Context: an optimization exercise on an open-source flow, tuned for small area and a short achievable clock period. The choices shown serve that exercise and are no tape-out recipe.
In this exercise RTL edits were held to simulation tests only and were not proved equivalent to the original.
The clock port is modelled as an ideal driver; clocking choices that lean on that would not hold on a real chip.
Power figures rest on the tool's default switching activity, not on a simulated workload.

## run A
## dadda_16_pipelined
module dadda_16_pipelined(clk, rst, A, B, Y_reg);
    input clk, rst;
    input [15:0] A;
    input [15:0] B;
    output reg [31:0] Y_reg;
    reg [15:0] a1, a2, a3, a4, a5;
    reg [15:0] b1, b2, b3, b4, b5;
    always @(posedge clk) begin
        a1 <= A; a2 <= a1; a3 <= a2; a4 <= a3; a5 <= a4;
        b1 <= B; b2 <= b1; b3 <= b2; b4 <= b3; b5 <= b4;
    end
    reg [2:0] hold;
    always @(posedge clk) begin
        if (!rst) hold <= 3'd7;
        else if (hold != 3'd0) hold <= hold - 3'd1;
    end
    wire ok = rst & (hold == 3'd0);
    wire [255:0] npp;
    genvar i, j;
    generate
        for (i = 0; i < 16; i = i + 1) begin : g_i
            for (j = 0; j < 16; j = j + 1) begin : g_j
                assign npp[i*16+j] = ~(a5[j] & b5[i]);
            end
        end
    endgenerate
    wire n0, n1, n2, n3, n4, n5, n6, n7, n8, n9, n10, n11, n12, n13, n14, n15;
    wire n16, n17, n18, n19, n20, n21, n22, n23, n24, n25, n26, n27, n28, n29, n30, n31;
    wire n32, n33, n34, n35, n36, n37, n38, n39, n40, n41, n42, n43, n44, n45, n46, n47;
    wire n48, n49, n50, n51, n52, n53, n54, n55, n56, n57, n58, n59, n60, n61, n62, n63;
    wire n64, n65, n66, n67, n68, n69, n70, n71, n72, n73, n74, n75, n76, n77, n78, n79;
    wire n80, n81, n82, n83, n84, n85, n86, n87, n88, n89, n90, n91, n92, n93, n94, n95;
    wire n96, n97, n98, n99, n100, n101, n102, n103, n104, n105, n106, n107, n108, n109, n110, n111;
    wire n112, n113, n114, n115, n116, n117, n118, n119, n120, n121, n122, n123, n124, n125, n126, n127;
    wire n128, n129, n130, n131, n132, n133, n134, n135, n136, n137, n138, n139, n140, n141, n142, n143;
    wire n144, n145, n146, n147, n148, n149, n150, n151, n152, n153, n154, n155, n156, n157, n158, n159;
    wire n160, n161, n162, n163, n164, n165, n166, n167, n168, n169, n170, n171, n172, n173, n174, n175;
    wire n176, n177, n178, n179, n180, n181, n182, n183, n184, n185, n186, n187, n188, n189, n190, n191;
    wire n192, n193, n194, n195, n196, n197, n198, n199, n200, n201, n202, n203, n204, n205, n206, n207;
    wire n208, n209, n210, n211, n212, n213, n214, n215, n216, n217, n218, n219, n220, n221, n222, n223;
  ...
clock: 9.0 ns
lec_check: 0
cap_margin: 20
core_margin: 2
core_utilization: 40
cts_buf_list: sky130_fd_sc_hd__clkbuf_8 sky130_fd_sc_hd__clkbuf_16
cts_cluster_diameter: 100
cts_cluster_size: 18
slew_margin: 20
synth_hierarchical: 1
synth_minimum_keep_size: 0
standard.sh (not shown) runs the stock make flow with config.mk's settings and CLKGATE_MAP_FILE= SYNTH_SCRIPT=/design/flow/synth_recipe.tcl, a recipe that flattens the netlist after the stock synthesis.
==> flow/flow/run.sh <==
#!/bin/bash
set -euo pipefail
cd "$(dirname "${BASH_SOURCE[0]}")/.."
bash standard.sh SETUP_SLACK_MARGIN=6.2 \
  "BUFFER_PORTS_ARGS=-buffer_cell sky130_fd_sc_hd__buf_1" finish > flow_make.log 2>&1
Run A: full flow OK, the timing, DRC and antenna checks passed
--- input diff run A..run B ---
--- a/flow/flow/run.sh
+++ b/flow/flow/run.sh
@@ -5 +5,3 @@
-  "BUFFER_PORTS_ARGS=-buffer_cell sky130_fd_sc_hd__buf_1" finish > flow_make.log 2>&1
+  "BUFFER_PORTS_ARGS=-buffer_cell sky130_fd_sc_hd__buf_1" \
+  "CTS_ARGS=-sink_clustering_enable -repair_clock_nets -sink_clustering_size 24 -sink_clustering_max_diameter 200 -sink_clustering_levels 1 -buf_list sky130_fd_sc_hd__clkbuf_16" \
+  finish > flow_make.log 2>&1
--- a/flow/config.mk
+++ b/flow/config.mk
@@ -11,3 +10,0 @@
-export CTS_BUF_LIST = sky130_fd_sc_hd__clkbuf_8 sky130_fd_sc_hd__clkbuf_16
-export CTS_CLUSTER_DIAMETER = 100
-export CTS_CLUSTER_SIZE = 18
--- outcome ---
- Looking at standard cell with the maximum stage delay on the critical path, the dfxtp_2 result is from run A; the dfxtp_1 one comes from run B.
- As far as via total after detailed routing is concerned, run A and run B perform about the same.
- Run A → run B: overall power consumption now sits lower, non-clock buffer count now sits lower, count of clock-buffer cells in the layout now sits lower.
diff inputs: run B => run C
--- a/flow/flow/run.sh
+++ b/flow/flow/run.sh
@@ -6 +6 @@
-  "CTS_ARGS=-sink_clustering_enable -repair_clock_nets -sink_clustering_size 24 -sink_clustering_max_diameter 200 -sink_clustering_levels 1 -buf_list sky130_fd_sc_hd__clkbuf_16" \
+  "CTS_ARGS=-sink_clustering_enable -repair_clock_nets -sink_clustering_size 28 -sink_clustering_max_diameter 200 -sink_clustering_levels 1 -buf_list sky130_fd_sc_hd__clkbuf_16" \
Notes after the runs:
Run B consumes more power than run C.
The final period demand of the worst path was comparable across run B and run C.
The run showing the smaller cell leakage power is run C.
Run C vs. run B: tightest slew margin relative to the limit down 0.48 points; clock buffer count in the final layout down 2; multi-input logic area flat.
~same highest attainable clock frequency in run B and run C
The worst setup path endpoint comes out Y_reg[4] in one run and m1[3] in the other, namely in run B and run C respectively.

* * *

dadda_16_pipelined, a different RTL version from the one above (not shown whole).
Size: roughly 1100 cells after synthesis, about 66 I/O pins.
Design dadda_16_pipelined, start of the top module:
module dadda_16_pipelined(clk, rst, A, B, Y_reg);
    input clk, rst;
    input [15:0] A;
    input [15:0] B;
    output reg [31:0] Y_reg;
    reg [15:0] a1, a2, a3, a4, a5;
    reg [15:0] b1, b2, b3, b4, b5;
    always @(posedge clk) begin
        a1 <= A; a2 <= a1; a3 <= a2; a4 <= a3; a5 <= a4;
        b1 <= B; b2 <= b1; b3 <= b2; b4 <= b3; b5 <= b4;
    end
    reg [2:0] hold;
    always @(posedge clk) begin
        if (!rst) hold <= 3'd7;
        else if (hold != 3'd0) hold <= hold - 3'd1;
    end
    wire ok = rst & (hold == 3'd0);
    wire [255:0] npp;
    genvar i, j;
    generate
        for (i = 0; i < 16; i = i + 1) begin : g_i
            for (j = 0; j < 16; j = j + 1) begin : g_j
                assign npp[i*16+j] = ~(a5[j] & b5[i]);
            end
        end
    endgenerate
    wire n0, n1, n2, n3, n4, n5, n6, n7, n8, n9, n10, n11, n12, n13, n14, n15;
    wire n16, n17, n18, n19, n20, n21, n22, n23, n24, n25, n26, n27, n28, n29, n30, n31;
    wire n32, n33, n34, n35, n36, n37, n38, n39, n40, n41, n42, n43, n44, n45, n46, n47;
  ...
Settings: LEC_CHECK=0, CAP_MARGIN=20, CORE_MARGIN=2, CORE_UTILIZATION=40, SLEW_MARGIN=20, SYNTH_HIERARCHICAL=1, SYNTH_MINIMUM_KEEP_SIZE=0; clock period 9.0 ns.
==> flow/flow/run.sh <==
#!/bin/bash
set -euo pipefail
cd "$(dirname "${BASH_SOURCE[0]}")/.."
bash standard.sh SETUP_SLACK_MARGIN=6.2 \
  "BUFFER_PORTS_ARGS=-buffer_cell sky130_fd_sc_hd__buf_1" \
  "CTS_ARGS=-sink_clustering_enable -repair_clock_nets -sink_clustering_size 28 -sink_clustering_max_diameter 200 -sink_clustering_levels 1 -buf_list sky130_fd_sc_hd__clkbuf_16" \
  finish > flow_make.log 2>&1
The starting point completed without violations.
Next try:
==> flow/flow/run.sh (replaced) <==
#!/bin/bash
set -euo pipefail
cd "$(dirname "${BASH_SOURCE[0]}")/.."
VARS=(SETUP_SLACK_MARGIN=6.3
  "BUFFER_PORTS_ARGS=-buffer_cell sky130_fd_sc_hd__buf_1"
  "CTS_ARGS=-sink_clustering_enable -repair_clock_nets -sink_clustering_size 24 -sink_clustering_max_diameter 200 -sink_clustering_levels 1 -buf_list sky130_fd_sc_hd__clkbuf_16")
bash standard.sh "${VARS[@]}" cts > flow_make_cts.log 2>&1
RES="orfs/results/${FLOW_PLATFORM:-sky130hd}/dadda_16_pipelined/base" CLKNET=clk \
  openroad -no_init -exit flow/drop_root.tcl > drop_root.log 2>&1
bash standard.sh "${VARS[@]}" finish > flow_make.log 2>&1
==> flow/flow/drop_root.tcl (new file) <==
# Shortens the clock tree that clock_tree_synthesis built: the clock port drives the H-tree's
# first-level buffers directly and the root buffer, which only drove those, is removed.
# Every flip-flop keeps the same number of buffers on its clock path (first-level buffer, leaf
# buffer).  If the tree is not of that form the layout is left as it is.
set res $::env(RES)
read_db $res/4_cts.odb
set block [ord::get_db_block]
set clk [$block findNet $::env(CLKNET)]
set roots {}
foreach it [$clk getITerms] {
  if {[$it isInputSignal]} { lappend roots [$it getInst] }
}
if {[llength $roots] != 1} { puts "clock port drives [llength $roots] cells: tree left as it is"; exit 0 }
set root [lindex $roots 0]
set rootin ""; set rootout ""
foreach it [$root getITerms] {
  if {[$it isOutputSignal]} { set rootout $it }
  if {[$it isInputSignal] && [$it getNet] ne "NULL" && [[$it getNet] getName] eq [$clk getName]} { set rootin $it }
}
set onet [$rootout getNet]
set mids {}
set ok 1
foreach it [$onet getITerms] {
  if {![$it isInputSignal]} { continue }
  set inst [$it getInst]
  if {[string match "*clkbuf*" [[$inst getMaster] getName]]} { lappend mids $it } else { set ok 0 }
}
if {!$ok || [llength $mids] == 0 || [llength $mids] > 4} { puts "root drives [llength $mids] buffers (ok=$ok): tree left as it is"; exit 0 }
foreach it $mids { $it disconnect; $it connect $clk }
foreach it [$root getITerms] { if {[$it getNet] ne "NULL"} { $it disconnect } }
puts "removed root [$root getName]; clock port now drives [llength $mids] buffers"
odb::dbInst_destroy $root
odb::dbNet_destroy $onet
write_db $res/4_cts.odb
Outcome: Worst setup slack is better by 0.13 ns; global-route usage barely changes; final cell count grows slightly; synthesized area does not change; fmax climbs by a few percent; power goes up slightly; sequential share of layout area falls by 0.21 points; via count came out higher slightly; combinational power barely changes.
Next try:
--- a/flow/flow/run.sh
+++ b/flow/flow/run.sh
@@ -5,3 +5,3 @@
   "BUFFER_PORTS_ARGS=-buffer_cell sky130_fd_sc_hd__buf_1"
-  "CTS_ARGS=-sink_clustering_enable -repair_clock_nets -sink_clustering_size 24 -sink_clustering_max_diameter 200 -sink_clustering_levels 1 -buf_list sky130_fd_sc_hd__clkbuf_16")
+  "CTS_ARGS=-sink_clustering_enable -repair_clock_nets -sink_clustering_size 28 -sink_clustering_max_diameter 200 -sink_clustering_levels 1 -buf_list sky130_fd_sc_hd__clkbuf_16")
 bash standard.sh "${VARS[@]}" cts > flow_make_cts.log 2>&1
Outcome: Wire length went down slightly; flip-flop and latch count stays the same; clock power went down by a few percent; cell count does not change; total power went down slightly.

[port drivers added, routing unchanged]
The flow's constraints put no driver on any port. The routed layouts listed below were extracted and timed again, unchanged, in two steps.
Step 1: set_driving_cell puts a clkbuf_16 on clk and a buf_2 on each other input, an assumption about the parent block.
Step 2, shift: input delay + t, output delay - t, t = (earliest + latest rising clock arrival at the registers) / 2. This alone moves slack from input paths to output paths.
a / b / c = no drivers / after step 1 / after step 2; a / b = the first two.
run | shift t [ns] | slack for setup (ns) | hold WS [ns] | worst setup path after step 2 | clock arrival spread, ns
run A | 0.581 | 6.227 / 6.176 / 6.054 | 0.319 / 0.319 / 0.319 | input to register | 0.024 / 0.025
run B | 0.561 | 6.236 / 6.187 / 6.077 | 0.323 / 0.323 / 0.323 | input to register | 0.024 / 0.024
run C | 0.555 | 6.235 / 6.195 / 6.069 | 0.326 / 0.326 / 0.326 | input to register | 0.014 / 0.014
the first run of note 2 | 0.546 | 6.244 / 6.190 / 6.076 | 0.305 / 0.305 / 0.305 | input to register | 0.039 / 0.039
the second run of note 2 | 0.439 | 6.372 / 6.311 / 6.058 | 0.307 / 0.307 / 0.307 | input to register | 0.033 / 0.033
the third run of note 2 | 0.441 | 6.352 / 6.299 / 6.057 | 0.295 / 0.295 / 0.295 | input to register | 0.032 / 0.032
After both steps setup and hold are still met in every run listed. For the second run of note 2, which loses most, drivers alone change the setup slack by -0.061 ns; drivers and shift together by -0.314 ns.
